This design comes from an exercise in tuning for small area on the open sky130 flow, not from production work.
Where RTL was checked, it was by simulation tests only, not by an equivalence proof against the original.
Only the layout flow was run in run 3; the RTL was not checked for function there.

File: flow/flow/run.sh
#!/bin/bash
# Layout flow: the standard ORFS flow (standard.sh), with these changes:
#  - ABC maps the logic with an area-oriented script (Yosys, registers and
#    everything else in synthesis unchanged);
#  - ports are buffered with sky130_fd_sc_hd__buf_1;
#  - clock tree: clkbuf_8 buffers in clusters of up to 25 flip-flops, no dummy loads.
# Each tool's output goes to orfs/logs/ as usual; make's output to flow.log.
set -euo pipefail
W=$(pwd)
rm -rf "$W/scripts"
cp -r "$FLOW_HOME/scripts" "$W/scripts"
cat > "$W/scripts/abc_speed.script" <<'ABC'
&get -n
&st
&syn2
&dch
&nf -R 1000 -p
&st
&syn2
&dch
&nf -R 1000 -p
&put
ABC
export SCRIPTS_DIR="$W/scripts"
export BUFFER_PORTS_ARGS="-buffer_cell sky130_fd_sc_hd__buf_1"
export CTS_ARGS="-sink_clustering_enable -repair_clock_nets -dont_use_dummy_load -buf_list sky130_fd_sc_hd__clkbuf_8 -sink_clustering_size 25 -sink_clustering_max_diameter 80"
bash standard.sh > "$W/flow.log" 2>&1
File: flow/standard.sh
#!/bin/bash
# synth_recipe.tcl (not shown) runs the flow's synth.tcl, then flattens the netlist and writes it again
# the make line also repeats each setting of config.mk as NAME=value (left out here)
make -C /OpenROAD-flow-scripts/flow DESIGN_CONFIG=/design/flow/config.mk WORK_HOME=/design/flow/orfs CLKGATE_MAP_FILE= SYNTH_SCRIPT=/design/flow/synth_recipe.tcl "${@:-finish}"
File: flow/constraint.sdc
create_clock -name core_clock -period 20.0 [get_ports {clk}]
set_input_delay 4.0000 -clock core_clock [delete_from_list [all_inputs] [get_ports {clk}]]
set_output_delay 4.0000 -clock core_clock [all_outputs]
set_load 0.01 [all_outputs]
File: flow/design.v
`timescale 1ns / 1ps
module snake_game(
    input clk,
    input resetButton,
    input palette,
    input step,
    input up, down, left, right,
    output [3:0]r,
    output [3:0]g,
    output [3:0]b,
    output vsync,
    output hsync,
    output [7:0]anode,
    output wire A,
    output wire B,
    output wire C,
    output wire D,
    output wire E,
    output wire F,
    output wire G,
    output wire [7:0] score_cnt
    );
    reg [5:0] col;    
    reg [4:0] xm;     
    reg [4:0] row;    
    reg [4:0] ym;     
    reg [2:0] row5;   
    wire xm_end = (xm == 5'd19);
    always @(posedge clk) begin
        if (resetButton) begin
            col <= 0; xm <= 0; row <= 0; ym <= 0; row5 <= 0;
        end else begin
            if (xm_end) begin
                xm <= 0;
                if (col == 6'd39) begin
                    col <= 0;
                    if (row == 5'd26 && ym == 5'd4) begin
                        row <= 0; ym <= 0; row5 <= 0;
                    end else if (ym == 5'd19) begin
                        ym <= 0; row <= row + 1'b1;
                        row5 <= (row5 == 3'd4) ? 3'd0 : row5 + 1'b1;
                    end else
                        ym <= ym + 1'b1;
                end else
                    col <= col + 1'b1;
            end else
                xm <= xm + 1'b1;
        end
    end
    wire hs_on = ((col > 6'd33) || (col == 6'd33 && xm >= 5'd9)) &&
                 ((col < 6'd38) || (col == 6'd38 && xm <= 5'd4));
    assign hsync = ~hs_on;
    assign vsync = ~(row == 5'd24 && (ym == 5'd17 || ym == 5'd18));
    wire di = (col < 6'd32) && (row < 5'd24);
    reg [3:0] btn_d;           
    reg       pend_v;          
    reg [1:0] pend_c;
    reg       dir_none;        
    reg [1:0] dir_c;           
    wire [3:0] btn = {up, down, left, right};
    wire [3:0] clean = btn & btn_d;
    always @(posedge clk) begin
        btn_d <= btn;
        pend_v <= |clean;
        pend_c <= clean[3] ? 2'b11 : clean[2] ? 2'b10 : clean[1] ? 2'b01 : 2'b00;
        if (resetButton)
            dir_none <= 1'b1;
        else if (pend_v) begin
            dir_none <= 1'b0;
            dir_c <= pend_c;
        end
    end
    reg [4:0] hc, hr;           
    reg [39:0] mv;              
    reg [7:0] score;            
    reg [3:0] dones;            
    reg endgame;
    reg [1:0] delta;            
    reg [4:0] ac, ar;           
    assign score_cnt = score;
    wire restart = resetButton || (step && (endgame || dir_none));
    wire [8:0] nscore = {1'b0, score} + {7'b0, delta};
    wire [3:0] sones = dones + {2'b0, delta};
    wire [3:0] nones = nscore[8] ? {2'b0, nscore[1:0]} :
                       (sones >= 4'd10) ? sones - 4'd10 : sones;
    always @(posedge clk) begin
        if (restart) begin
            hc <= 5'd19; hr <= 5'd14;
            mv[3:0] <= 4'b0000;
            score <= 0;
            dones <= 0;
        end else if (step) begin
            case (dir_c)
                2'b00: hc <= hc + 1'b1;
                2'b01: hc <= hc - 1'b1;
                2'b10: hr <= hr - 1'b1;
                2'b11: hr <= hr + 1'b1;
            endcase
            mv <= {mv[37:0], dir_c};
            score <= nscore[7:0];
            dones <= nones;
        end
    end
    wire [5:0] dx6 = {1'b0, hc} - col;
    wire [5:0] dy6 = {1'b0, hr} - {1'b0, row};
    wire [5:0] dp = dx6 + dy6;
    wire [5:0] dq = dx6 - dy6;
    wire rp = dp[0];
    wire [4:0] cp [0:10];
    wire [4:0] cq [0:10];
    assign cp[0] = dp[5:1];
    assign cq[0] = dq[5:1];
    wire [19:0] hit;       
    wire [19:0] bump;      
    wire [10:0] fp0, fp1, fq0, fq1;
    genvar i;
    generate
        for (i = 0; i < 11; i = i + 1) begin : fl
            assign fp0[i] = (cp[i] == 5'd0);
            assign fp1[i] = (cp[i] == 5'h1F);
            assign fq0[i] = (cq[i] == 5'd0);
            assign fq1[i] = (cq[i] == 5'h1F);
        end
        for (i = 0; i < 10; i = i + 1) begin : chain
            wire [1:0] ma = mv[4*i+1:4*i];
            snake_link2 link(.tp(cp[i]), .tq(cq[i]), .ma(ma), .mb(mv[4*i+3:4*i+2]),
                .op(cp[i+1]), .oq(cq[i+1]));
            assign hit[2*i] = rp & ((ma[1] == ma[0]) ? fp0[i] : fp1[i]) & (ma[0] ? fq1[i] : fq0[i]);
            assign hit[2*i+1] = ~rp & fp0[i+1] & fq0[i+1];
            assign bump[2*i] = 1'b0;
            if (i == 0) begin : b0
                assign bump[1] = (mv[1] == mv[3]) && (mv[0] != mv[2]);
            end else begin : b1
                localparam W = (i + 1 < 4) ? 2 : (i + 1 < 8) ? 3 : 4;
                assign bump[2*i+1] = (score > 2*i - 1) && (cp[i+1][W-1:0] == cp[0][W-1:0]) &&
                                     (cq[i+1][W-1:0] == cq[0][W-1:0]);
            end
        end
    endgenerate
    wire border_hit = (hc == 5'd0) || (hc == 5'd31) || (hr == 5'd0) || (hr == 5'd23);
    always @(posedge clk)
        endgame <= border_hit || (|bump);
    reg [4:0] q;
    reg [4:0] c28;    
    reg [4:0] c20;    
    wire eat = (hc == ac) && (hr == ar);
    always @(posedge clk) begin
        if (resetButton || endgame) begin
            ac <= 5'd10; ar <= 5'd12;
            q <= 5'd14; c28 <= 5'd15; c20 <= 5'd3;
            delta <= 0;
        end else begin
            if (q == 5'd28 && c28 == 5'd27 && c20 == 5'd3) begin
                q <= 0; c28 <= 5'd3; c20 <= 5'd3;
            end else begin
                c28 <= (c28 == 5'd30) ? 5'd3 : c28 + 1'b1;
                c20 <= (c20 == 5'd22) ? 5'd3 : c20 + 1'b1;
                if (c28 == 5'd30 && c20 == 5'd22)
                    q <= q + 1'b1;
            end
            delta <= (step ? 2'd0 : delta) + eat;
            if (eat) begin
                ac <= c28;
                ar <= c20;
            end
        end
    end
    wire apple_pix = (col[4:0] == ac) && (row == ar);
    wire head_pix = ~rp & fp0[0] & fq0[0];
    wire border_pix = (col == 6'd0 && xm < 5'd10) || (col == 6'd31 && xm > 5'd10) ||
                      (row == 5'd0 && ym < 5'd10) || (row == 5'd23 && ym > 5'd10);
    wire grid_pix = (xm == 5'd0) || (ym == 5'd0);
    wire [3:0] code_n;
    snake_colour colour(.di(di), .endgame(endgame), .apple_pix(apple_pix), .head_pix(head_pix),
        .border_pix(border_pix), .grid_pix(grid_pix), .palette(palette), .hit(hit), .score(score), .code(code_n));
    reg [3:0] code;
    always @(posedge clk) code <= code_n;
    snake_rgb rgbdec(.code(code), .r(r), .g(g), .b(b));
    reg [2:0] refcnt;
    wire tick_line = (row5 == 3'd0 && ym == 5'd12) || (row5 == 3'd1 && ym == 5'd17) ||
                     (row5 == 3'd3 && ym == 5'd2) || (row5 == 3'd4 && ym == 5'd7);
    wire tick = tick_line && col == 6'd19 && xm_end;
    always @(posedge clk)
        if (resetButton) refcnt <= 0;
        else if (tick) refcnt <= refcnt + 1'b1;
    assign anode = ~(8'd1 << refcnt);
    snake_seg7 seg7(.refcnt(refcnt), .score(score), .ones(dones), .seg({A, B, C, D, E, F, G}));
endmodule
module snake_link2(
    input [4:0] tp, tq,
    input [1:0] ma, mb,
    output [4:0] op, oq
    );
    function [4:0] incdec(input [4:0] x, input e, input s);
        integer j;
        reg c;
        begin
            c = e;
            for (j = 0; j < 5; j = j + 1) begin
                incdec[j] = x[j] ^ c;
                c = c & ~(x[j] ^ s);
            end
        end
    endfunction
    wire pa = (ma[1] == ma[0]), pb = (mb[1] == mb[0]);
    assign op = incdec(tp, pa == pb, ~pa);
    assign oq = incdec(tq, ma[0] == mb[0], ma[0]);
endmodule
module snake_colour(
    input di, endgame, apple_pix, head_pix, border_pix, grid_pix, palette,
    input [19:0] hit,
    input [7:0] score,
    output reg [3:0] code
    );
    reg hit_any, fpar;
    reg [1:0] fm3;
    reg [4:0] fidx;
    integer k;
    always @(*) begin
        hit_any = 1'b0; fpar = 1'b0; fm3 = 2'd0; fidx = 5'd0;
        for (k = 19; k >= 0; k = k - 1)
            if (hit[k]) begin
                hit_any = 1'b1; fpar = k % 2; fm3 = k % 3; fidx = k;
            end
    end
    wire seg_any = hit_any && (fidx < 5'd2 || {3'b0, fidx} <= score + 8'd1);
    always @(*) begin
        if (!di) code = 4'd8;
        else if (endgame) code = 4'd9;
        else if (apple_pix) code = palette ? 4'd0 : 4'd1;
        else if (head_pix) code = palette ? 4'd4 : 4'd8;
        else if (seg_any) code = palette ? (fpar ? 4'd13 : 4'd12) :
                                 (fm3 == 2'd0 ? 4'd0 : fm3 == 2'd1 ? 4'd11 : 4'd8);
        else if (border_pix) code = palette ? 4'd2 : 4'd10;
        else if (grid_pix) code = palette ? 4'd15 : 4'd3;
        else code = palette ? 4'd7 : 4'd5;
    end
endmodule
module snake_rgb(
    input [3:0] code,
    output [3:0] r, g, b
    );
    reg [11:0] rgb;
    always @(*)
        case (code)
            4'd0: rgb = 12'hF00;
            4'd1: rgb = 12'h951;
            4'd2: rgb = 12'hB52;
            4'd3: rgb = 12'h875;
            4'd4: rgb = 12'hC00;
            4'd5: rgb = 12'hBA6;
            4'd7: rgb = 12'h060;
            4'd8: rgb = 12'h000;
            4'd9: rgb = 12'h800;
            4'd10: rgb = 12'h600;
            4'd11: rgb = 12'hEE2;
            4'd12: rgb = 12'h690;
            4'd13: rgb = 12'h390;
            4'd15: rgb = 12'h136;
            default: rgb = 12'h000;
        endcase
    assign r = rgb[11:8];
    assign g = rgb[7:4];
    assign b = rgb[3:0];
endmodule
module snake_seg7(
    input [2:0] refcnt,
    input [7:0] score,
    input [3:0] ones,
    output [6:0] seg
    );
    reg [6:0] lit;    
    always @(*) begin
        case (refcnt)
            3'd0: case (ones)
                4'd0: lit = 7'b1111110;
                4'd1: lit = 7'b0110000;
                4'd2: lit = 7'b1101101;
                4'd3: lit = 7'b1111001;
                4'd4: lit = 7'b0110011;
                4'd5: lit = 7'b1011011;
                4'd6: lit = 7'b1011111;
                4'd7: lit = 7'b1110000;
                4'd8: lit = 7'b1111111;
                default: lit = 7'b1111011;
            endcase
            3'd1: begin
                if (score > 8'd59) lit = 7'b1011111;
                else if (score > 8'd49) lit = 7'b1011011;
                else if (score > 8'd39) lit = 7'b0110011;
                else if (score > 8'd29) lit = 7'b1111001;
                else if (score > 8'd19) lit = 7'b1101101;
                else if (score > 8'd9) lit = 7'b0110000;
                else lit = 7'b0000000;
            end
            3'd2: lit = 7'b0000001;
            3'd3: lit = 7'b1001111;
            3'd4: lit = 7'b1000110;
            3'd5: lit = 7'b1111110;
            3'd6: lit = 7'b1001110;
            default: lit = 7'b1011011;
        endcase
    end
    assign seg = ~lit;
endmodule
File: flow/config.mk
export PLATFORM = sky130hd
export DESIGN_NAME = snake_game
export DESIGN_NICKNAME = snake_game
export VERILOG_FILES = /design/flow/design.v
export SDC_FILE = /design/flow/constraint.sdc
export NUM_CORES = 4
export LEC_CHECK = 0
export CAP_MARGIN = 20
export CORE_MARGIN = 2
export CORE_UTILIZATION = 40
export GPL_TIMING_DRIVEN = 0
export PLACE_DENSITY = 0.6
export SLEW_MARGIN = 20
export SYNTH_HIERARCHICAL = 1
==> results of run 1 <==
==> worst min path at each step <==
stage | endpoint | cells past startpoint
after global routing | dir_c[0] | 0
after floorplan | dir_c[0] | 0
final | dir_c[0] | 0
after detailed placement | dir_c[0] | 0
after CTS | dir_c[0] | 0
after global placement | dir_c[1] | 0
==> cell type report <==
| class | count | area [um2] | area share [%] |
|---|---|---|---|
| inverters | 79 | 297 | 2.33 |
| well taps | 384 | 480 | 3.77 |
| repair buffers | 51 | 245 | 1.93 |
| flip-flops and latches | 131 | 3000 | 23.6 |
| plain buffers | 1 | 7.51 | 0.0590 |
| multi-input cells | 1263 | 8470 | 66.5 |
| clock buffers | 17 | 234 | 1.84 |
==> layout by cell type (no fill, tap or decap), types with 17 or more instances in the layout <==
cell / instances
a21oi_1: 98
clkinv_1: 79
dfxtp_1: 93
nand4_1: 30
xor2_1: 109
a31oi_1: 20
nand3_1: 64
or3_1: 30
ha_1: 76
clkbuf_8: 17
nand2_1: 139
nor2_1: 139
and3_1: 17
mux2i_1: 17
buf_1: 42
nor3_1: 71
edfxtp_1: 38
nor4_1: 27
xnor2_1: 175
o21ai_0: 61
==> flip-flops by register name, indices dropped and copies added, names as in the netlist <==
register and flops:
ac 5, ar 5, btn_d 4, c20 5, c28 5, code 4
col 6, delta 2, dir_c 2, dir_none 1, dones 4, endgame 1
hc 5, hr 5, mv 40, pend_c 2, pend_v 1, q 5
refcnt 3, row 5, row5 3, score 8, xm 5, ym 5
==> metrics by stage <==
| step | instances | util [%] | hold slack, ns | instance area, um2 |
|---|---|---|---|---|
| 2_1_floorplan | 1474 | - | 0.386 | 11700 |
| 3_3_place_gp | 1901 | 43.0 | 0.391 | 12400 |
| 3_5_place_dp | 1909 | 43.4 | 0.389 | 12500 |
| 4_1_cts | 1926 | 44.2 | 0.412 | 12700 |
| 5_1_grt | 1926 | 44.2 | 0.418 | 12700 |
| 6_report | 1926 | 44.2 | 0.411 | 12700 |
==> per-module statistics from Yosys, one instance, submodules excluded <==
module        flops+latches  area, um2  copies in the design
snake_seg7                0        372                     1
snake_colour              0        627                     1
snake_rgb                 0        200                     1
snake_link2               0        243                    10
snake_game              131       8110                     1
==> logic make-up after synthesis <==
family / after synthesis / share of synthesized area [%]
and+or+nand+nor: 597 / 25.1
xor gates and xnor gates: 288 / 21.5
AOI/OAI and AO/OA: 276 / 14.3
DFF: 131 / 25.6
adders and majority gates: 84 / 9.46
buffers and inverters: 80 / 2.59
muxes: 17 / 1.45
other: 1 / 0.0319
==> worst max-delay path, delay by kind of cell (launching register included) <==
kind                     cells  cell delay (ns)
flip-flops                   1             0.47
adder cells (fa/ha/maj)      4             2.21
buffers and inverters        2             0.58
XOR/XNOR                    19             7.05
AO/OA/AOI/OAI               10             1.50
AND/OR/NAND/NOR             18             2.53
==> metal layers <==
metal	track usage, %	share of wire [%]
met4	6.22	2.1
met1	26.6	48
met5	0	0
met2	32.6	46
met3	3.33	3.9
==> impl_metrics.csv, run 1 <==
group,metric,value,unit
run_status,status,"no timing/DRC/antenna violations",
logic_synthesis,synth.largest_area_cell,"dfxtp_1",
detailed_routing,drc,0,
timing,slew_headroom,33.4,%
timing,rsz0062_at_grt,"no",
worst_hold_path,min_from,"pend_c[0]",
logic_synthesis,syn-num-nets,1566,
grt,antenna_found_initial,0,
logic_synthesis,synthesis.area,11700,um2
detailed_routing,drt-pass1-iter-count,5,
logic_synthesis,synth_most_common_cell,"xnor2_1",
detailed_routing,drt-initial-drc-count,665,
placed_design,dp_hpwl,22600,um
logic_synthesis,synth_top_area_share,15.9,%
clock_network,ctsResizeCount,0,
timing,hold_viol,0,
critical_path,endpoint,"code[3]",
critical_path,rr_worst_depth,53,
die,die_x,175,um
logic_synthesis,synth_cell_types,56,
grt,grt.total_usage,19.9,%
critical_path,critPathMaxStageDelay,1.20,ns
clock_network,cts_hold_buf,0,
placed_design,portBuffers,43,
clock_network,cts_buffer_depth,2,
die,die_y,175,um
timing,fmax,69.0,MHz
timing,drv_slew,0,
timing,setup_viol,0,
logic_synthesis,synth-seq-cells,131,
logic_synthesis,synthTopCellsByArea,"dfxtp_1 (16%), xnor2_1 (13%), edfxtp_1 (9.7%)",
critical_path,crit_fanout,13,
placed_design,pre_cts_ws,5.53,ns
logic_synthesis,async_flop_share,0,%
detailed_routing,vias,10600,
logic_synthesis,syn_inst,1474,
grt,grt-ovfl-total,0,
critical_path,crit_start,"hc[0]",
detailed_routing,wire_per_inst,15.5,um
layout,num_antenna_cells,0,
clock_network,cts_root_buffer,"clkbuf_8",
clock_network,cts_tree,"done",
die,num_rows,62,
critical_path,rrSetupSlack,5.51,ns
flow_run,cap_violations,0,
placed_design,gp_congestion,0.844,
grt,grt_pass1_vias,9998,
critical_path,rr_endpoint,"code[3]",
timing,min_period,14.49,ns
clock_network,clock-sinks,131,
clock_network,cts_buffers,17,
layout,fillCellCount,2909,
logic_synthesis,ys_warn_count,11,
timing,worstMarginPinSlew,0.992,ns
die,coreArea,28800,um2
die,dieArea,30700,um2
logic_synthesis,synthFlopType,"dfxtp_1",
grt,grt_max_degree,27,
critical_path,crit_path_top_delay_cell,"fa_1",
logic_synthesis,yosysSeqAreaShare,25.6,%
critical_path,cp_common_cell,"xnor2_1",
detailed_routing,avgViaCountPerCell,5.52,
timing,fin_crit_sh,72.4,%
critical_path,r2r_start,"hc[0]",
critical_path,cp.arrival,14.83,ns
critical_path,worstSetupPathType,"flip-flop to flip-flop",
timing,setup_tns,0,ns
die,design.portCount,45,
die,start_util,40.8,%
logic_synthesis,synth.avg_cell_area,7.96,um2
layout,nets,1636,
layout,syn2layout_area_growth,8.47,%
timing,skew,0.0255,ns
critical_path,required,20.34,ns
critical_path,cp-start-kind,"flip-flop",
clock_network,h-tree-depth,4,
detailed_routing,antenna_left,0,
grt,grt_pass1_wl,49900,um
critical_path,critPathCaptureType,"flip-flop",
detailed_routing,wirelength,29800,um
layout,drive_gt1_share,2.08,%
logic_synthesis,synth_common_cells,"xnor2_1 (178), nand2_1 (139), nor2_1 (139)",
logic_synthesis,synth_edf_count,38,
timing,fin_ws,5.51,ns
clock_network,clkLatencyLatePin,0.46,ns
clock_network,postCtsSetupRepairBufs,0,
clock_network,clk_pin_slew_worst_paths,0.09,ns
worst_hold_path,hold_path_class,"flip-flop to flip-flop",
==> run 2, diff against run 1 <==
--- a/flow/design.v
+++ b/flow/design.v
@@ -111,5 +111,5 @@
     assign cp[0] = dp[5:1];
     assign cq[0] = dq[5:1];
-    wire [19:0] hit;       
+    wire [9:0] phit;       
     wire [19:0] bump;      
     wire [10:0] fp0, fp1, fq0, fq1;
@@ -126,6 +126,6 @@
             snake_link2 link(.tp(cp[i]), .tq(cq[i]), .ma(ma), .mb(mv[4*i+3:4*i+2]),
                 .op(cp[i+1]), .oq(cq[i+1]));
-            assign hit[2*i] = rp & ((ma[1] == ma[0]) ? fp0[i] : fp1[i]) & (ma[0] ? fq1[i] : fq0[i]);
-            assign hit[2*i+1] = ~rp & fp0[i+1] & fq0[i+1];
+            assign phit[i] = rp ? (((ma[1] == ma[0]) ? fp0[i] : fp1[i]) & (ma[0] ? fq1[i] : fq0[i])) :
+                                  (fp0[i+1] & fq0[i+1]);
             assign bump[2*i] = 1'b0;
             if (i == 0) begin : b0
@@ -173,5 +173,5 @@
     wire [3:0] code_n;
     snake_colour colour(.di(di), .endgame(endgame), .apple_pix(apple_pix), .head_pix(head_pix),
-        .border_pix(border_pix), .grid_pix(grid_pix), .palette(palette), .hit(hit), .score(score), .code(code_n));
+        .border_pix(border_pix), .grid_pix(grid_pix), .palette(palette), .phit(phit), .odd(~rp), .score(score), .code(code_n));
     reg [3:0] code;
     always @(posedge clk) code <= code_n;
@@ -209,19 +209,23 @@
 module snake_colour(
     input di, endgame, apple_pix, head_pix, border_pix, grid_pix, palette,
-    input [19:0] hit,
+    input [9:0] phit,
+    input odd,
     input [7:0] score,
     output reg [3:0] code
     );
-    reg hit_any, fpar;
-    reg [1:0] fm3;
-    reg [4:0] fidx;
+    reg hit_any;
+    reg [3:0] fpair;
     integer k;
     always @(*) begin
-        hit_any = 1'b0; fpar = 1'b0; fm3 = 2'd0; fidx = 5'd0;
-        for (k = 19; k >= 0; k = k - 1)
-            if (hit[k]) begin
-                hit_any = 1'b1; fpar = k % 2; fm3 = k % 3; fidx = k;
+        hit_any = 1'b0; fpair = 4'd0;
+        for (k = 9; k >= 0; k = k - 1)
+            if (phit[k]) begin
+                hit_any = 1'b1; fpair = k;
             end
     end
+    wire [4:0] fidx = {fpair, odd};
+    wire fpar = odd;
+    reg [1:0] fm3;
+    always @(*) fm3 = fidx % 3;
     wire seg_any = hit_any && (fidx < 5'd2 || {3'b0, fidx} <= score + 8'd1);
     always @(*) begin
--- a/flow/flow/run.sh
+++ b/flow/flow/run.sh
@@ -14,9 +14,13 @@
 &st
 &syn2
-&dch
+&dch -f
 &nf -R 1000 -p
 &st
-&syn2
-&dch
+&syn4
+&dch -f
+&nf -R 1000 -p
+&st
+&syn4
+&dch -f
 &nf -R 1000 -p
 &put
==> run 2 against run 1 <==
Compared with the run above: flip-flop and latch count stayed put; critical path depth is 3 higher; clock skew is 0.010 ns higher.
==> impl_metrics.csv, run 2 <==
group,metric,value,unit
grt,grt.total_usage,19.0,%
logic_synthesis,async_flop_share,0,%
critical_path,required,20.27,ns
detailed_routing,drt-initial-drc-count,641,
timing,fmax,63.5,MHz
timing,rsz0062_at_grt,"no",
timing,skew,0.0356,ns
timing,hold_viol,0,
detailed_routing,wire_per_inst,15.0,um
critical_path,worstSetupPathType,"flip-flop to flip-flop",
layout,top_register,"mv",
die,die_y,174,um
critical_path,crit_path_top_delay_cell,"fa_1",
clock_network,cts_root_buffer,"clkbuf_8",
logic_synthesis,yosysSeqAreaShare,26.0,%
detailed_routing,drt-pass1-iter-count,5,
layout,largest_reg_flops,40,
logic_synthesis,synth-seq-cells,131,
layout,fillCellCount,2960,
timing,slew_headroom,23.4,%
die,design.portCount,45,
logic_synthesis,ys_warn_count,11,
layout,largestRegisters,"mv x40, score x8, col x6",
timing,min_period,15.75,ns
critical_path,cp-start-kind,"flip-flop",
clock_network,cts_buffer_depth,2,
logic_synthesis,synth.avg_cell_area,7.95,um2
clock_network,h-tree-depth,4,
detailed_routing,antenna_left,0,
timing,drv_slew,0,
layout,nets,1611,
worst_hold_path,hold_path_class,"flip-flop to flip-flop",
critical_path,critPathBufInv,2,
logic_synthesis,synthesis.area,11500,um2
detailed_routing,drc,0,
critical_path,cp_top_family,"compound AO/OA/AOI/OAI gates",
detailed_routing,vias,10400,
detailed_routing,avgViaCountPerCell,5.49,
logic_synthesis,synth_common_cells,"nand2_1 (157), nor2_1 (146), xnor2_1 (128)",
detailed_routing,wirelength,28400,um
timing,worstMarginPinSlew,1.14,ns
critical_path,cp.arrival,16.01,ns
die,start_util,40.4,%
layout,layout_common_cells,"nand2_1 (157), nor2_1 (145), xnor2_1 (125)",
timing,setup_viol,0,
placed_design,gp_congestion,0.861,
die,dieArea,30200,um2
die,die_x,174,um
logic_synthesis,synthTopCellsByArea,"dfxtp_1 (16%), edfxtp_1 (9.9%), xnor2_1 (9.7%)",
grt,antenna_found_initial,0,
flow_run,cap_violations,0,
critical_path,critPathCaptureType,"flip-flop",
layout,postLayoutCoreUtil,43.8,%
die,num_rows,62,
critical_path,crit_fanout,16,
layout,syn2layout_area_growth,8.49,%
timing,setup_tns,0,ns
logic_synthesis,synth_top_area_share,16.1,%
die,coreArea,28500,um2
logic_synthesis,synth.largest_area_cell,"dfxtp_1",
logic_synthesis,synth_edf_count,38,
timing,fin_crit_sh,78.7,%
timing,fin_hold_ws,0.412,ns
logic_synthesis,synthFlopType,"dfxtp_1",
clock_network,clock-sinks,131,
logic_synthesis,synth_cell_types,60,
logic_synthesis,synth_most_common_cell,"nand2_1",
grt,grt-ovfl-total,0,
layout,num_antenna_cells,0,
critical_path,critPathMaxStageDelay,1.14,ns
clock_network,cts_hold_buf,0,
logic_synthesis,syn_inst,1451,
clock_network,cts_tree,"done",
logic_synthesis,syn-num-nets,1546,
grt,grt_pass1_vias,9492,
clock_network,clk_pin_slew_worst_paths,0.08,ns
grt,grt_pass1_wl,47400,um
grt,grt_max_degree,30,
layout,drive_gt1_share,1.98,%
placed_design,portBuffers,43,
clock_network,clkLatencyLatePin,0.46,ns
clock_network,ctsResizeCount,0,
clock_network,cts_buffers,17,
layout,final_common_cell,"nand2_1",
placed_design,dp_hpwl,21500,um
clock_network,postCtsSetupRepairBufs,0,
run_status,status,"no timing/DRC/antenna violations",
critical_path,cp_common_cell,"o21ai_0",
-- run 2: cell types whose count changed after synthesis, sizes merged, moves of 11 or more --
cell / delta
xnor2: -50
nor3: -26
o21ai: +17
a22o: +11
a21o: +18
and4: -12
a21boi: +11
a21oi: -21
nand2: +18
nor4: -14
-- run 2: metrics by stage --
| step | instances | instance area [um2] | setup WS, ns |
|---|---|---|---|
| 2_1_floorplan | 1451 | 11500 | 7.89 |
| 3_3_place_gp | 1878 | 12200 | 4.53 |
| 3_5_place_dp | 1881 | 12300 | 4.47 |
| 4_1_cts | 1898 | 12500 | 4.34 |
| 5_1_grt | 1898 | 12500 | 2.72 |
| 6_report | 1898 | 12500 | 4.25 |
-- run 2: area by class of cell --
| cell class | count | area (um2) | share of cell area (%) |
|---|---|---|---|
| buffer | 1 | 7.51 | 0.0600 |
| clock buffer | 17 | 234 | 1.87 |
| inverter | 75 | 283 | 2.26 |
| multi-input combinational | 1244 | 8300 | 66.3 |
| sequential | 131 | 3000 | 24.0 |
| tap | 384 | 480 | 3.84 |
| timing repair buffer | 46 | 211 | 1.69 |
-- run 2: modules after synthesis (local to each module, per instance) --
module / copies in the design / cell area (um2)
snake_game: 1 / 8080
snake_colour: 1 / 579
snake_seg7: 1 / 377
snake_link2: 10 / 231
snake_rgb: 1 / 183
-- run 2: layer usage --
layer / track usage, % / routed length (um)
met5: 0 / 0
met1: 25.6 / 13700
met3: 2.68 / 1070
met2: 31.8 / 13200
met4: 4.94 / 431
-- run 2: cells by family after synthesis --
family | share of synthesized area, %
xor+xnor | 18.2
simple gates | 23.2
fa+ha+maj | 9.96
mux | 0.965
other cells | 0.0325
buf+inv | 2.51
compound gates | 19.1
flops | 26.0
-- run 2: final timing paths --
kind,from,to,slack (ns),cells past startpoint
max reg2reg,hc[0],code[3],4.25,56
max,hc[0],code[3],4.25,56
min reg2reg,pend_c[0],dir_c[0],0.41,0
min,pend_c[0],dir_c[0],0.41,0
==> run 3, diff against run 2 <==
--- a/flow/design.v
+++ b/flow/design.v
@@ -148,14 +148,14 @@
         if (resetButton || endgame) begin
             ac <= 5'd10; ar <= 5'd12;
-            q <= 5'd14; c28 <= 5'd15; c20 <= 5'd3;
+            q <= 5'd30; c28 <= 5'd15; c20 <= 5'd3;
             delta <= 0;
         end else begin
-            if (q == 5'd28 && c28 == 5'd27 && c20 == 5'd3) begin
-                q <= 0; c28 <= 5'd3; c20 <= 5'd3;
+            if (q == 5'd20 && c28 == 5'd27 && c20 == 5'd3) begin
+                q <= 5'd1; c28 <= 5'd3; c20 <= 5'd3;
             end else begin
                 c28 <= (c28 == 5'd30) ? 5'd3 : c28 + 1'b1;
                 c20 <= (c20 == 5'd22) ? 5'd3 : c20 + 1'b1;
                 if (c28 == 5'd30 && c20 == 5'd22)
-                    q <= q + 1'b1;
+                    q <= {q[3:0], q[4] ^ q[2]};
             end
             delta <= (step ? 2'd0 : delta) + eat;
--- a/flow/config.mk
+++ b/flow/config.mk
@@ -6,9 +6,9 @@
 export NUM_CORES = 4
 export LEC_CHECK = 0
-export CAP_MARGIN = 20
+export CAP_MARGIN = 0
 export CORE_MARGIN = 2
-export CORE_UTILIZATION = 40
+export CORE_UTILIZATION = 60
 export GPL_TIMING_DRIVEN = 0
-export PLACE_DENSITY = 0.6
-export SLEW_MARGIN = 20
+export PLACE_DENSITY = 0.75
+export SLEW_MARGIN = 0
 export SYNTH_HIERARCHICAL = 1
==> run 3 against run 2 <==
Compared with the run above: final cell count is 9.1% lower; synthesized cell count fell by 1.4%; routed wire length is 3.2% lower; worst hold slack got worse by 0.0028 ns; global-route usage increased by 8.5 points; clock skew rose by 0.0017 ns; maximum frequency rose by 3.3%; setup slack improved by 0.50 ns; critical path type unchanged; highest routed layer unchanged.
==> impl_metrics.csv, run 3 <==
group,metric,value,unit
run_status,status,"no timing/DRC/antenna violations",
placed_design,portBuffers,43,
logic_synthesis,synthTopCellsByArea,"dfxtp_1 (16%), xnor2_1 (11%), edfxtp_1 (9.9%)",
critical_path,cp.arrival,15.48,ns
critical_path,cp-start-kind,"flip-flop",
layout,nets,1586,
timing,setup_viol,0,
timing,skew,0.0373,ns
layout,stdcell_count,1725,
timing,hold_viol,0,
clock_network,cts_tree,"done",
logic_synthesis,synth_most_common_cell,"nand2_1",
placed_design,dp_hpwl,20600,um
logic_synthesis,synth_edf_count,38,
logic_synthesis,synth.largest_area_cell,"dfxtp_1",
clock_network,cts_root_buffer,"clkbuf_8",
critical_path,cp_common_cell,"o21ai_0",
clock_network,clk_pin_slew_worst_paths,0.08,ns
logic_synthesis,syn-num-nets,1524,
timing,min_period,15.25,ns
logic_synthesis,synth.avg_cell_area,8.02,um2
detailed_routing,drc,0,
detailed_routing,drt-initial-drc-count,638,
grt,grt_pass1_wl,45600,um
detailed_routing,wire_per_inst,15.9,um
detailed_routing,vias,10500,
clock_network,h-tree-depth,4,
timing,fin_crit_sh,76.2,%
clock_network,ctsResizeCount,0,
clock_network,cts_hold_buf,0,
placed_design,pre_cts_ws,5.02,ns
timing,setup_tns,0,ns
detailed_routing,antenna_left,0,
grt,grt_pass1_vias,9663,
grt,grt-ovfl-total,0,
worst_hold_path,hold_path_class,"flip-flop to flip-flop",
layout,largestRegisters,"mv x40, score x8, col x6",
die,coreArea,18800,um2
logic_synthesis,async_flop_share,0,%
clock_network,cts_buffer_depth,2,
die,dieArea,20300,um2
critical_path,critPathMaxStageDelay,1.13,ns
layout,largest_reg_flops,40,
detailed_routing,avgViaCountPerCell,6.09,
timing,fin_ws,4.75,ns
logic_synthesis,syn_inst,1431,
timing,worstMarginPinSlew,1.39,ns
timing,rsz0062_at_grt,"no",
grt,grt.total_usage,27.5,%
die,die_y,142,um
timing,drv_slew,0,
layout,top_register,"mv",
logic_synthesis,ys_warn_count,11,
clock_network,clkLatencyLatePin,0.46,ns
detailed_routing,drt-pass1-iter-count,5,
die,die_x,142,um
timing,slew_headroom,6.54,%
placed_design,dp_cells,1708,
layout,num_antenna_cells,0,
critical_path,worstSetupPathType,"flip-flop to flip-flop",
logic_synthesis,yosysSeqAreaShare,26.2,%
critical_path,crit_path_top_delay_cell,"fa_1",
layout,drive_gt1_share,1.34,%
logic_synthesis,synthFlopType,"dfxtp_1",
critical_path,required,20.24,ns
layout,layout_common_cells,"nand2_1 (149), xnor2_1 (141), nor2_1 (139)",
logic_synthesis,synth_top_area_share,16.2,%
clock_network,postCtsSetupRepairBufs,0,
timing,fmax,65.6,MHz
grt,antenna_found_initial,0,
logic_synthesis,synthesis.area,11500,um2
critical_path,critPathCaptureType,"flip-flop",
critical_path,rrSetupSlack,4.75,ns
logic_synthesis,synth_common_cells,"nand2_1 (149), xnor2_1 (141), nor2_1 (139)",
placed_design,gp_congestion,0.890,
clock_network,cts_buffers,17,
flow_run,cap_violations,0,
timing,fin_hold_ws,0.409,ns
grt,grt_max_degree,46,
layout,final_common_cell,"nand2_1",
layout,syn2layout_area_growth,6.07,%
logic_synthesis,synth-seq-cells,131,
critical_path,crit_fanout,14,
clock_network,clock-sinks,131,
detailed_routing,wirelength,27500,um
die,design.portCount,45,
die,start_util,61.2,%
logic_synthesis,synth_cell_types,57,
die,num_rows,50,
[run 3: changes by cell type in the layout (fill, tap and decap cells not counted), sizes merged, moves of 4 or more]
| cell | before | now |
|---|---|---|
| xnor2 | 128 | 141 |
| xor2 | 112 | 106 |
| clkinv | 75 | 71 |
| nor2 | 146 | 139 |
| a221o | 1 | 6 |
| nand2 | 157 | 149 |
[run 3: layout make-up]
| type | count | area, um2 |
|---|---|---|
| repair buffers | 43 | 161 |
| clock buffers | 17 | 234 |
| inverters | 71 | 268 |
| multi-input cells | 1228 | 8210 |
| well taps | 234 | 293 |
| plain buffers | 1 | 7.51 |
| flip-flops and latches | 131 | 3000 |
| fillers | 1687 | 6590 |
[run 3: final timing paths]
kind,startpoint,to,cells past startpoint
max,hc[0],code[3],56
min reg2reg,pend_c[0],dir_c[0],0
max reg2reg,hc[0],code[3],56
min,pend_c[0],dir_c[0],0
[run 3: through the flow]
stage	instance area (um2)	util (%)
floorplan	11500	-
global placement	11900	63.6
detailed placement	11900	63.6
CTS	12200	64.9
global route	12200	64.9
finish	12200	64.9
[run 3: critical path, delay by kind of cell, from the launching register on]
kind	cells	cell delay (ns)
AO/OA/AOI/OAI	32	8.68
AND/OR/NAND/NOR	15	2.60
adder cells (fa/ha/maj)	5	2.46
buffers and inverters	2	0.49
flip-flops	1	0.48
XOR/XNOR	1	0.21
multiplexers	1	0.11
[run 3: cells by family (layout without fill, tap and decap cells)]
logic type	Yosys count	in the layout	share of synthesized area, %
AND/OR/NAND/NOR	556	556	23.2
AO/OA/AOI/OAI	328	328	18.6
XOR/XNOR	247	247	18.8
flip-flops	131	131	26.2
adder cells (fa/ha/maj)	85	85	9.79
buffers and inverters	72	132	2.39
multiplexers	11	11	0.970
other	1	1	0.0327
[run 3: metal layers]
metal	track usage, %	vias to the layer above	part of all wire [%]
met5	0	-	0
met4	9.48	0	3.0
met3	4.85	57	4.3
met2	48.0	244	48
met1	34.2	4919	45
li1	-	5284	-
[run 3: per-module statistics from Yosys (local to each module, per instance)]
module,times used,cells,flops+latches,cell area [um2]
snake_link2,10,34,0,231
snake_rgb,1,31,0,181
snake_seg7,1,60,0,377
snake_game,1,901,131,8030
snake_colour,1,99,0,579
==> run 4, diff against run 3 <==
--- a/flow/design.v
+++ b/flow/design.v
@@ -133,5 +133,5 @@
             end else begin : b1
                 localparam W = (i + 1 < 4) ? 2 : (i + 1 < 8) ? 3 : 4;
-                assign bump[2*i+1] = (score > 2*i - 1) && (cp[i+1][W-1:0] == cp[0][W-1:0]) &&
+                assign bump[2*i+1] = ((|score[7:5]) || (score[4:0] >= 2*i)) && (cp[i+1][W-1:0] == cp[0][W-1:0]) &&
                                      (cq[i+1][W-1:0] == cq[0][W-1:0]);
             end
@@ -228,5 +228,5 @@
     reg [1:0] fm3;
     always @(*) fm3 = fidx % 3;
-    wire seg_any = hit_any && (fidx < 5'd2 || {3'b0, fidx} <= score + 8'd1);
+    wire seg_any = hit_any && ((|score[7:5]) || ({1'b0, fidx} <= {1'b0, score[4:0]} + 6'd1));
     always @(*) begin
         if (!di) code = 4'd8;
==> run 4 against run 3 <==
Compared with the run above: highest routed layer unchanged; still clean; critical path type unchanged; synthesized area shrank 0.84%; flip-flop and latch count did not move; non-clock buffer count grew 2; sequential share of layout area increased by 0.12 points; via count shrank 2.8%; routed wire length decreased by 3.1%.
==> impl_metrics.csv, run 4 <==
group,metric,value,unit
logic_synthesis,syn-num-nets,1508,
worst_hold_path,min_to,"dir_c[1]",
flow_run,cap_violations,0,
critical_path,critPathCaptureType,"flip-flop",
timing,skew,0.0260,ns
critical_path,rr_endpoint,"code[0]",
grt,grt.total_usage,27.6,%
critical_path,cp.arrival,15.09,ns
worst_hold_path,hold_depth,0,
timing,min_period,14.70,ns
timing,rsz0062_at_grt,"no",
detailed_routing,drc,0,
detailed_routing,wire_per_inst,15.6,um
layout,largestRegisters,"mv x40, score x8, col x6",
logic_synthesis,synth_most_common_cell,"nand2_1",
timing,fmax,68.0,MHz
logic_synthesis,synth_common_cells,"nand2_1 (142), nor2_1 (139), xnor2_1 (136)",
logic_synthesis,synth.largest_area_cell,"dfxtp_1",
layout,fillCellCount,1682,
critical_path,critPathMaxStageDelay,1.12,ns
clock_network,postCtsSetupRepairBufs,0,
detailed_routing,wirelength,26600,um
layout,layout_common_cells,"nand2_1 (142), nor2_1 (139), xnor2_1 (134)",
layout,drive_gt1_share,1.62,%
timing,fin_ws,5.30,ns
grt,grt_max_degree,44,
clock_network,clk_pin_slew_worst_paths,0.08,ns
critical_path,crit_fanout,14,
critical_path,required,20.38,ns
placed_design,pre_cts_ws,5.54,ns
clock_network,cts_buffer_depth,2,
detailed_routing,avgViaCountPerCell,5.97,
grt,grt_pass1_wl,45700,um
critical_path,cp-start-kind,"flip-flop",
logic_synthesis,ys_warn_count,11,
placed_design,portBuffers,43,
logic_synthesis,synth-seq-cells,131,
detailed_routing,drt-pass1-iter-count,5,
logic_synthesis,synthTopCellsByArea,"dfxtp_1 (16%), xnor2_1 (10%), edfxtp_1 (10%)",
logic_synthesis,synth_top_area_share,16.4,%
timing,slew_headroom,28.7,%
run_status,status,"no timing/DRC/antenna violations",
die,die_y,142,um
timing,setup_viol,0,
placed_design,gp_congestion,0.900,
critical_path,r2r_start,"hc[0]",
clock_network,cts_tree,"done",
detailed_routing,drt-initial-drc-count,604,
die,coreArea,18600,um2
critical_path,rr_worst_depth,53,
timing,fin_crit_sh,73.5,%
timing,worstMarginPinSlew,1.06,ns
logic_synthesis,synth.avg_cell_area,8.04,um2
logic_synthesis,synth_edf_count,38,
logic_synthesis,synthesis.area,11400,um2
critical_path,rrSetupSlack,5.30,ns
layout,syn2layout_area_growth,6.45,%
clock_network,clkLatencyLatePin,0.44,ns
logic_synthesis,synth_cell_types,59,
detailed_routing,vias,10200,
logic_synthesis,synthFlopType,"dfxtp_1",
layout,top_register,"mv",
die,die_x,142,um
layout,num_antenna_cells,0,
worst_hold_path,min_from,"pend_c[1]",
layout,largest_reg_flops,40,
clock_network,ctsResizeCount,0,
die,dieArea,20100,um2
clock_network,cts_root_buffer,"clkbuf_8",
die,num_rows,50,
critical_path,cp_top_family,"compound AO/OA/AOI/OAI gates",
logic_synthesis,syn_inst,1416,
grt,grt-ovfl-total,0,
timing,drv_slew,0,
die,start_util,61.1,%
placed_design,dp_hpwl,20100,um
worst_hold_path,hold_path_class,"flip-flop to flip-flop",
logic_synthesis,yosysSeqAreaShare,26.4,%
critical_path,cp_num_cells,53,
timing,hold_viol,0,
timing,setup_tns,0,ns
critical_path,worstSetupPathType,"flip-flop to flip-flop",
layout,nets,1572,
critical_path,critPathBufInv,2,
clock_network,clock-sinks,131,
layout,final_common_cell,"nand2_1",
clock_network,cts_buffers,17,
clock_network,h-tree-depth,4,
grt,antenna_found_initial,0,
die,design.portCount,45,
critical_path,crit_path_top_delay_cell,"fa_1",
logic_synthesis,async_flop_share,0,%
clock_network,cts_hold_buf,0,
detailed_routing,antenna_left,0,
grt,grt_pass1_vias,9528,
## run 4: cell types whose count changed after synthesis, sizes merged, moves of 6 or more
cell	previous run	this run
nand3b	7	1
clkinv	71	77
nand2	149	142
nor3	45	56
xor2	106	114
## run 4: worst max-delay path by stage
| stage | slack [ns] | startpoint | to |
|---|---|---|---|
| CTS | 5.47 | hc[0] | code[0] |
| finish | 5.30 | hc[0] | code[0] |
| detailed placement | 5.54 | hc[0] | code[0] |
| global placement | 5.83 | hc[0] | code[0] |
| floorplan | 8.05 | hc[0] | code[0] |
| global route | 3.74 | hc[0] | code[0] |
## run 4: layout make-up
cell class              instances  area, um2  share of cell area [%]
flip-flops and latches        131       3000                    24.8
inverters                      77        290                    2.40
well taps                     234        293                    2.42
plain buffers                   1       7.51                  0.0620
multi-input cells            1207       8110                    66.9
repair buffers                 45        184                    1.52
clock buffers                  17        234                    1.93
## run 4: logic make-up after synthesis
kind of cell | count (synthesis) | share of synthesized area, %
XOR/XNOR | 250 | 19.2
multiplexers | 11 | 0.967
flip-flops | 131 | 26.4
buffers and inverters | 78 | 2.61
AO/OA/AOI/OAI | 316 | 18.3
adder cells (fa/ha/maj) | 84 | 9.76
AND/OR/NAND/NOR | 545 | 22.8
other | 1 | 0.0329
## run 4: stage by stage
step | hold WS (ns) | area, um2 | util (%) | cells
3_5_place_dp | 0.395 | 11900 | 63.7 | 1695
6_report | 0.410 | 12100 | 65.0 | 1712
4_1_cts | 0.408 | 12100 | 65.0 | 1712
2_1_floorplan | 0.386 | 11400 | - | 1416
5_1_grt | 0.418 | 12100 | 65.0 | 1712
3_3_place_gp | 0.392 | 11800 | 63.5 | 1693
## run 4: per-module statistics from Yosys, one instance, submodules excluded
module	times used	cells inside	flops+latches
snake_game	1	895	131
snake_colour	1	85	0
snake_seg7	1	65	0
snake_link2	10	34	0
snake_rgb	1	31	0
## run 4: per-layer routing
| metal | global-route usage (%) | wire length [um] | up-vias |
|---|---|---|---|
| li1 | - | - | 5241 |
| met1 | 35.4 | 12400 | 4772 |
| met2 | 48.2 | 13000 | 163 |
| met3 | 4.39 | 777 | 37 |
| met4 | 7.79 | 516 | 0 |
| met5 | 0 | 0 | - |
==> run 5, diff against run 4 <==
--- a/flow/config.mk
+++ b/flow/config.mk
@@ -8,7 +8,7 @@
 export CAP_MARGIN = 0
 export CORE_MARGIN = 2
-export CORE_UTILIZATION = 60
+export CORE_UTILIZATION = 72
 export GPL_TIMING_DRIVEN = 0
-export PLACE_DENSITY = 0.75
+export PLACE_DENSITY = 0.88
 export SLEW_MARGIN = 0
 export SYNTH_HIERARCHICAL = 1
==> run 5 against run 4 <==
Compared with the run above: still clean on timing, DRC and antenna; maximum frequency shrank 2.2%; register-to-register slack lost 0.32 ns; clock-buffer cell count unchanged; via count rose by 4.1%; critical path type unchanged.
==> impl_metrics.csv, run 5 <==
group,metric,value,unit
run_status,status,"no timing/DRC/antenna violations",
timing,setup_tns,0,ns
clock_network,cts_root_buffer,"clkbuf_8",
timing,slew_headroom,27.1,%
timing,rsz0062_at_grt,"no",
layout,largestRegisters,"mv x40, score x8, col x6",
timing,drv_slew,0,
critical_path,cp.arrival,15.32,ns
timing,fmax,66.6,MHz
die,start_util,74.3,%
clock_network,cts_buffer_depth,2,
logic_synthesis,synth_top_family_by_area,"simple AND/OR/NAND/NOR gates",
logic_synthesis,synthAdderAreaFrac,9.76,%
critical_path,worstSetupPathType,"flip-flop to flip-flop",
grt,grt-ovfl-total,0,
clock_network,cts_tree,"done",
logic_synthesis,synth_cell_types,59,
detailed_routing,drc,0,
logic_synthesis,synth.largest_area_cell,"dfxtp_1",
clock_network,cts_hold_buf,0,
layout,nets,1570,
logic_synthesis,synthesis.area,11400,um2
layout,layout_common_cells,"nand2_1 (142), nor2_1 (139), xnor2_1 (134)",
critical_path,required,20.29,ns
logic_synthesis,synthTopCellsByArea,"dfxtp_1 (16%), xnor2_1 (10%), edfxtp_1 (10%)",
detailed_routing,drt-pass1-iter-count,5,
die,design.portCount,45,
grt,grt_max_degree,44,
critical_path,critPathCaptureType,"flip-flop",
timing,fin_crit_sh,75.1,%
layout,drive_gt1_share,1.49,%
layout,final_common_cell,"nand2_1",
timing,min_period,15.03,ns
timing,setup_viol,0,
layout,top_register,"mv",
die,dieArea,16800,um2
critical_path,rrSetupSlack,4.97,ns
critical_path,critPathMaxStageDelay,1.12,ns
detailed_routing,antenna_left,0,
clock_network,clk_pin_slew_worst_paths,0.09,ns
logic_synthesis,syn_inst,1416,
logic_synthesis,synth-simple-area-share,22.8,%
layout,num_antenna_cells,0,
timing,worstMarginPinSlew,1.09,ns
placed_design,gp_congestion,0.869,
clock_network,h-tree-depth,4,
critical_path,cp_top_family,"compound AO/OA/AOI/OAI gates",
logic_synthesis,synth_edf_count,38,
grt,grt_pass1_vias,9754,
timing,skew,0.0376,ns
timing,fin_ws,4.97,ns
critical_path,cp_common_cell,"o21ai_0",
die,num_rows,45,
clock_network,ctsResizeCount,0,
detailed_routing,vias,10600,
logic_synthesis,yosys.area_share.xor_xnor,19.2,%
logic_synthesis,synth_compound_area_share,18.3,%
logic_synthesis,ys_warn_count,11,
logic_synthesis,synthFlopType,"dfxtp_1",
logic_synthesis,synth_common_cells,"nand2_1 (142), nor2_1 (139), xnor2_1 (136)",
logic_synthesis,async_flop_share,0,%
logic_synthesis,syn-num-nets,1508,
detailed_routing,avgViaCountPerCell,6.30,
die,die_x,130,um
critical_path,critPathBufInv,2,
die,coreArea,15300,um2
critical_path,crit_path_top_delay_cell,"fa_1",
layout,largest_reg_flops,40,
detailed_routing,wire_per_inst,16.3,um
clock_network,cts_buffers,17,
detailed_routing,wirelength,27400,um
placed_design,portBuffers,43,
detailed_routing,drt-initial-drc-count,912,
clock_network,postCtsSetupRepairBufs,0,
flow_run,cap_violations,0,
die,die_y,130,um
grt,antenna_found_initial,0,
logic_synthesis,yosysSeqAreaShare,26.4,%
critical_path,cp-start-kind,"flip-flop",
critical_path,crit_fanout,14,
clock_network,clock-sinks,131,
grt,grt.total_usage,32.9,%
logic_synthesis,synth_most_common_cell,"nand2_1",
logic_synthesis,synth-seq-cells,131,
placed_design,dp_hpwl,20200,um
clock_network,clkLatencyLatePin,0.47,ns
logic_synthesis,muxShareOfSynthArea,0.967,%
layout,syn2layout_area_growth,6.00,%
logic_synthesis,synth_top_area_share,16.4,%
logic_synthesis,synth.avg_cell_area,8.04,um2
worst_hold_path,hold_path_class,"flip-flop to flip-flop",
placed_design,pre_cts_ws,5.48,ns
grt,grt_pass1_wl,45200,um
timing,hold_viol,0,
## run 5: cell count changes in the layout (fill, tap and decap cells not counted), sizes merged
cell  change
buf       -2
## run 5: final cells by class
cell class	instances	area [um2]
sequential	131	3000
tap	211	264
timing repair buffer	43	161
clock buffer	17	234
buffer	1	7.51
inverter	77	290
fill	1120	3250
multi-input combinational	1207	8110
## run 5: stage by stage
step | hold slack [ns] | instances | cell area (um2) | util, %
2_1_floorplan | 0.386 | 1416 | 11400 | -
3_3_place_gp | 0.390 | 1670 | 11800 | 77.1
3_5_place_dp | 0.389 | 1670 | 11800 | 77.2
4_1_cts | 0.413 | 1687 | 12100 | 78.7
5_1_grt | 0.416 | 1687 | 12100 | 78.8
6_report | 0.412 | 1687 | 12100 | 78.8
## run 5: worst paths after layout
| kind | start | cells past startpoint | end |
|---|---|---|---|
| setup / recovery | hc[0] | 55 | code[3] |
| hold / removal | pend_c[0] | 0 | dir_c[0] |
| setup reg to reg | hc[0] | 55 | code[3] |
| hold reg to reg | pend_c[0] | 0 | dir_c[0] |
## run 5: cell families after synthesis
logic type      after synthesis
simple gates                545
compound gates              316
xor+xnor                    250
flops                       131
fa+ha+maj                    84
buf+inv                      78
mux                          11
other cells                   1
## run 5: per-module statistics from Yosys (local to each module, per instance)
module	cells inside	flops+latches	area, um2
snake_link2	34	0	231
snake_rgb	31	0	181
snake_colour	85	0	494
snake_game	895	131	8010
snake_seg7	65	0	387
## run 5: layer usage
| metal | vias up | share of wire, % | track usage [%] |
|---|---|---|---|
| met5 | - | 0 | 0 |
| met2 | 378 | 50 | 58.6 |
| met3 | 69 | 5.0 | 5.21 |
| met4 | 0 | 2.6 | 11.5 |
| li1 | 5232 | - | - |
| met1 | 4948 | 43 | 40.6 |
==> run 6, diff against run 5 <==
--- a/flow/design.v
+++ b/flow/design.v
@@ -63,5 +63,5 @@
         btn_d <= btn;
         pend_v <= |clean;
-        pend_c <= clean[3] ? 2'b11 : clean[2] ? 2'b10 : clean[1] ? 2'b01 : 2'b00;
+        pend_c <= clean[3] ? 2'b10 : clean[2] ? 2'b01 : clean[1] ? 2'b00 : 2'b11;
         if (resetButton)
             dir_none <= 1'b1;
@@ -87,13 +87,13 @@
         if (restart) begin
             hc <= 5'd19; hr <= 5'd14;
-            mv[3:0] <= 4'b0000;
+            mv[3:0] <= 4'b1111;
             score <= 0;
             dones <= 0;
         end else if (step) begin
             case (dir_c)
-                2'b00: hc <= hc + 1'b1;
-                2'b01: hc <= hc - 1'b1;
-                2'b10: hr <= hr - 1'b1;
-                2'b11: hr <= hr + 1'b1;
+                2'b11: hc <= hc + 1'b1;
+                2'b00: hc <= hc - 1'b1;
+                2'b01: hr <= hr - 1'b1;
+                2'b10: hr <= hr + 1'b1;
             endcase
             mv <= {mv[37:0], dir_c};
@@ -126,9 +126,9 @@
             snake_link2 link(.tp(cp[i]), .tq(cq[i]), .ma(ma), .mb(mv[4*i+3:4*i+2]),
                 .op(cp[i+1]), .oq(cq[i+1]));
-            assign phit[i] = rp ? (((ma[1] == ma[0]) ? fp0[i] : fp1[i]) & (ma[0] ? fq1[i] : fq0[i])) :
+            assign phit[i] = rp ? ((ma[1] ? fp0[i] : fp1[i]) & (ma[0] ? fq0[i] : fq1[i])) :
                                   (fp0[i+1] & fq0[i+1]);
             assign bump[2*i] = 1'b0;
             if (i == 0) begin : b0
-                assign bump[1] = (mv[1] == mv[3]) && (mv[0] != mv[2]);
+                assign bump[1] = (mv[1] != mv[3]) && (mv[0] != mv[2]);
             end else begin : b1
                 localparam W = (i + 1 < 4) ? 2 : (i + 1 < 8) ? 3 : 4;
@@ -203,7 +203,6 @@
         end
     endfunction
-    wire pa = (ma[1] == ma[0]), pb = (mb[1] == mb[0]);
-    assign op = incdec(tp, pa == pb, ~pa);
-    assign oq = incdec(tq, ma[0] == mb[0], ma[0]);
+    assign op = incdec(tp, ma[1] == mb[1], ~ma[1]);
+    assign oq = incdec(tq, ma[0] == mb[0], ~ma[0]);
 endmodule
 module snake_colour(
--- a/flow/flow/run.sh
+++ b/flow/flow/run.sh
@@ -15,13 +15,13 @@
 &syn2
 &dch -f
-&nf -R 1000 -p
+&nf -R 1000 -p -F 8 -A 8
 &st
 &syn4
 &dch -f
-&nf -R 1000 -p
+&nf -R 1000 -p -F 8 -A 8
 &st
 &syn4
 &dch -f
-&nf -R 1000 -p
+&nf -R 1000 -p -F 8 -A 8
 &put
 ABC
==> run 6 against run 5 <==
Compared with the run above: critical path depth shrank 10; setup slack better by 2.8 ns; non-clock buffer count rose by 1; worst hold slack gained 0.0026 ns; critical path type unchanged.
==> impl_metrics.csv, run 6 <==
group,metric,value,unit
layout,top_register,"mv",
clock_network,postCtsSetupRepairBufs,0,
layout,postLayoutCoreUtil,77.7,%
logic_synthesis,synth.avg_cell_area,8.03,um2
timing,drv_slew,0,
timing,worstMarginPinSlew,1.30,ns
timing,min_period,12.26,ns
layout,layout_common_cells,"nor2_1 (176), xnor2_1 (136), nand2_1 (119)",
die,start_util,73.3,%
detailed_routing,vias,10300,
clock_network,clock-sinks,131,
clock_network,h-tree-depth,4,
critical_path,required,20.39,ns
grt,grt_max_degree,42,
critical_path,crit_fanout,14,
clock_network,ctsResizeCount,0,
detailed_routing,drt-pass1-iter-count,5,
logic_synthesis,ys_warn_count,11,
clock_network,cts_root_buffer,"clkbuf_8",
detailed_routing,drt-initial-drc-count,842,
layout,stdcell_area,11800,um2
placed_design,portBuffers,43,
die,num_rows,45,
detailed_routing,wirelength,26200,um
clock_network,cts_tree,"done",
clock_network,cts_buffers,17,
die,design.portCount,45,
layout,drive_gt1_share,1.52,%
layout,num_antenna_cells,0,
detailed_routing,avgViaCountPerCell,6.29,
timing,fmax,81.5,MHz
die,die_x,128,um
critical_path,cp_common_cell,"nor2_1",
placed_design,dp_cells,1615,
detailed_routing,antenna_left,0,
critical_path,crit_start,"hc[0]",
placed_design,postPlaceCellArea,11500,um2
timing,hold_viol,0,
layout,nets,1540,
timing,setup_tns,0,ns
clock_network,clkLatencyLatePin,0.44,ns
worst_hold_path,min_from,"pend_c[0]",
clock_network,clk_pin_slew_worst_paths,0.08,ns
logic_synthesis,yosysSeqAreaShare,27.0,%
layout,largest_reg_flops,40,
timing,setup_viol,0,
critical_path,cp.arrival,12.65,ns
logic_synthesis,synth.largest_area_cell,"dfxtp_1",
grt,grt_pass1_vias,9485,
timing,skew,0.0200,ns
logic_synthesis,synth_edf_count,38,
die,coreArea,15100,um2
detailed_routing,drc,0,
critical_path,critPathMaxStageDelay,1.13,ns
die,dieArea,16400,um2
worst_hold_path,hold_path_class,"flip-flop to flip-flop",
grt,grt.total_usage,32.2,%
logic_synthesis,synthTopCellsByArea,"dfxtp_1 (17%), xnor2_1 (11%), edfxtp_1 (10%)",
logic_synthesis,syn_inst,1383,
run_status,status,"no timing/DRC/antenna violations",
critical_path,cp-start-kind,"flip-flop",
layout,stdcell_count,1632,
timing,fin_ws,7.74,ns
layout,syn2layout_area_growth,5.89,%
logic_synthesis,synth_cell_types,57,
logic_synthesis,synth_top_area_share,16.8,%
logic_synthesis,synth-seq-cells,131,
detailed_routing,wire_per_inst,16.1,um
critical_path,worstSetupPathType,"flip-flop to flip-flop",
logic_synthesis,synth_common_cells,"nor2_1 (176), xnor2_1 (138), nand2_1 (119)",
placed_design,dp_hpwl,19500,um
layout,fillCellCount,1083,
critical_path,r2r_start,"hc[0]",
clock_network,cts_buffer_depth,2,
grt,grt-ovfl-total,0,
logic_synthesis,async_flop_share,0,%
timing,rsz0062_at_grt,"no",
clock_network,cts_hold_buf,0,
logic_synthesis,synthesis.area,11100,um2
placed_design,gp_congestion,0.873,
grt,grt_pass1_wl,43500,um
logic_synthesis,synthFlopType,"dfxtp_1",
logic_synthesis,syn-num-nets,1477,
timing,fin_crit_sh,61.3,%
placed_design,pre_cts_ws,8.04,ns
critical_path,critPathCaptureType,"flip-flop",
critical_path,crit_path_top_delay_cell,"fa_1",
layout,final_common_cell,"nor2_1",
layout,largestRegisters,"mv x40, score x8, col x6",
flow_run,cap_violations,0,
timing,slew_headroom,12.5,%
logic_synthesis,synth_most_common_cell,"nor2_1",
die,die_y,128,um
grt,antenna_found_initial,0,
## run 6: final cells by class
class / count / area (um2) / area share, %
Buffer: 1 / 7.51 / 0.0638
Clock buffer: 17 / 234 / 1.99
Inverter: 74 / 279 / 2.37
Multi-Input combinational cell: 1177 / 7840 / 66.6
Sequential cell: 131 / 3000 / 25.5
Tap cell: 188 / 235 / 2.00
Timing Repair Buffer: 44 / 169 / 1.44
## run 6: metal layers
metal / global-route usage, % / up-vias / wire length [um]
li1: - / 5087 / -
met1: 39.5 / 4756 / 11100
met2: 55.4 / 348 / 12800
met3: 6.43 / 67 / 1590
met4: 13.3 / 0 / 667
met5: 0 / - / 0
## run 6: critical path: cells and delay by family (launching register included)
kind,cells,cell delay [ns]
xor+xnor,10,3.72
compound gates,12,3.09
fa+ha+maj,4,2.25
simple gates,16,1.94
buf+inv,2,0.54
flops,1,0.46
mux,1,0.22
## run 6: modules after synthesis (local to each module, per instance)
module        cells  cell area, um2  flops+latches
snake_link2      32             210              0
snake_seg7       62             383              0
snake_rgb        33             180              0
snake_colour     85             494              0
snake_game      883            7950            131
## run 6: cell families after synthesis
logic type | Yosys count | synth area share, %
XOR/XNOR | 228 | 18.0
buffers and inverters | 75 | 2.57
other | 1 | 0.0338
AND/OR/NAND/NOR | 547 | 23.1
adder cells (fa/ha/maj) | 86 | 10.2
AO/OA/AOI/OAI | 293 | 17.1
flip-flops | 131 | 27.0
multiplexers | 22 | 1.99
## run 6: per-stage QoR
step | hold WS (ns)
4_1_cts | 0.416
3_5_place_dp | 0.395
6_report | 0.415
5_1_grt | 0.418
2_1_floorplan | 0.386
3_3_place_gp | 0.391
## run 6: worst paths after layout
check	cells after the start	slack (ns)	endpoint
min	0	0.41	dir_c[0]
min reg2reg	0	0.41	dir_c[0]
max reg2reg	45	7.74	code[0]
max	45	7.74	code[0]

what the ideal ports hide:
The flow's constraints put no driver on any port. The routed layouts listed below were extracted and timed again, unchanged, in two steps. Step 1 assumes that a clkbuf_16 drives the clock port and a buf_2 every other input. Step 2 moves the port delays by t, midway between the first and last clock arrival at a register: inputs arrive t later, outputs are due t later. That takes back most of the time a late clock gives input paths. Slacks: ideal / step 1 / step 2; pairs: ideal / step 1.
run	t (ns)	slack for setup (ns)	hold slack, ns	worst setup path at the end	clock arrival spread, ns
run 1	0.497	5.514 / 5.514 / 5.514	0.411 / 0.411 / 0.411	register to register	0.037 / 0.036
run 2	0.492	4.252 / 4.252 / 4.252	0.412 / 0.412 / 0.412	register to register	0.051 / 0.051
run 3	0.490	4.753 / 4.753 / 4.753	0.409 / 0.409 / 0.409	register to register	0.039 / 0.039
run 4	0.475	5.298 / 5.298 / 5.298	0.410 / 0.410 / 0.410	register to register	0.035 / 0.035
run 5	0.490	4.975 / 4.975 / 4.975	0.412 / 0.412 / 0.412	register to register	0.037 / 0.038
run 6	0.480	7.737 / 7.737 / 7.737	0.415 / 0.415 / 0.415	register to register	0.029 / 0.030
After both steps every run listed still meets setup and hold.
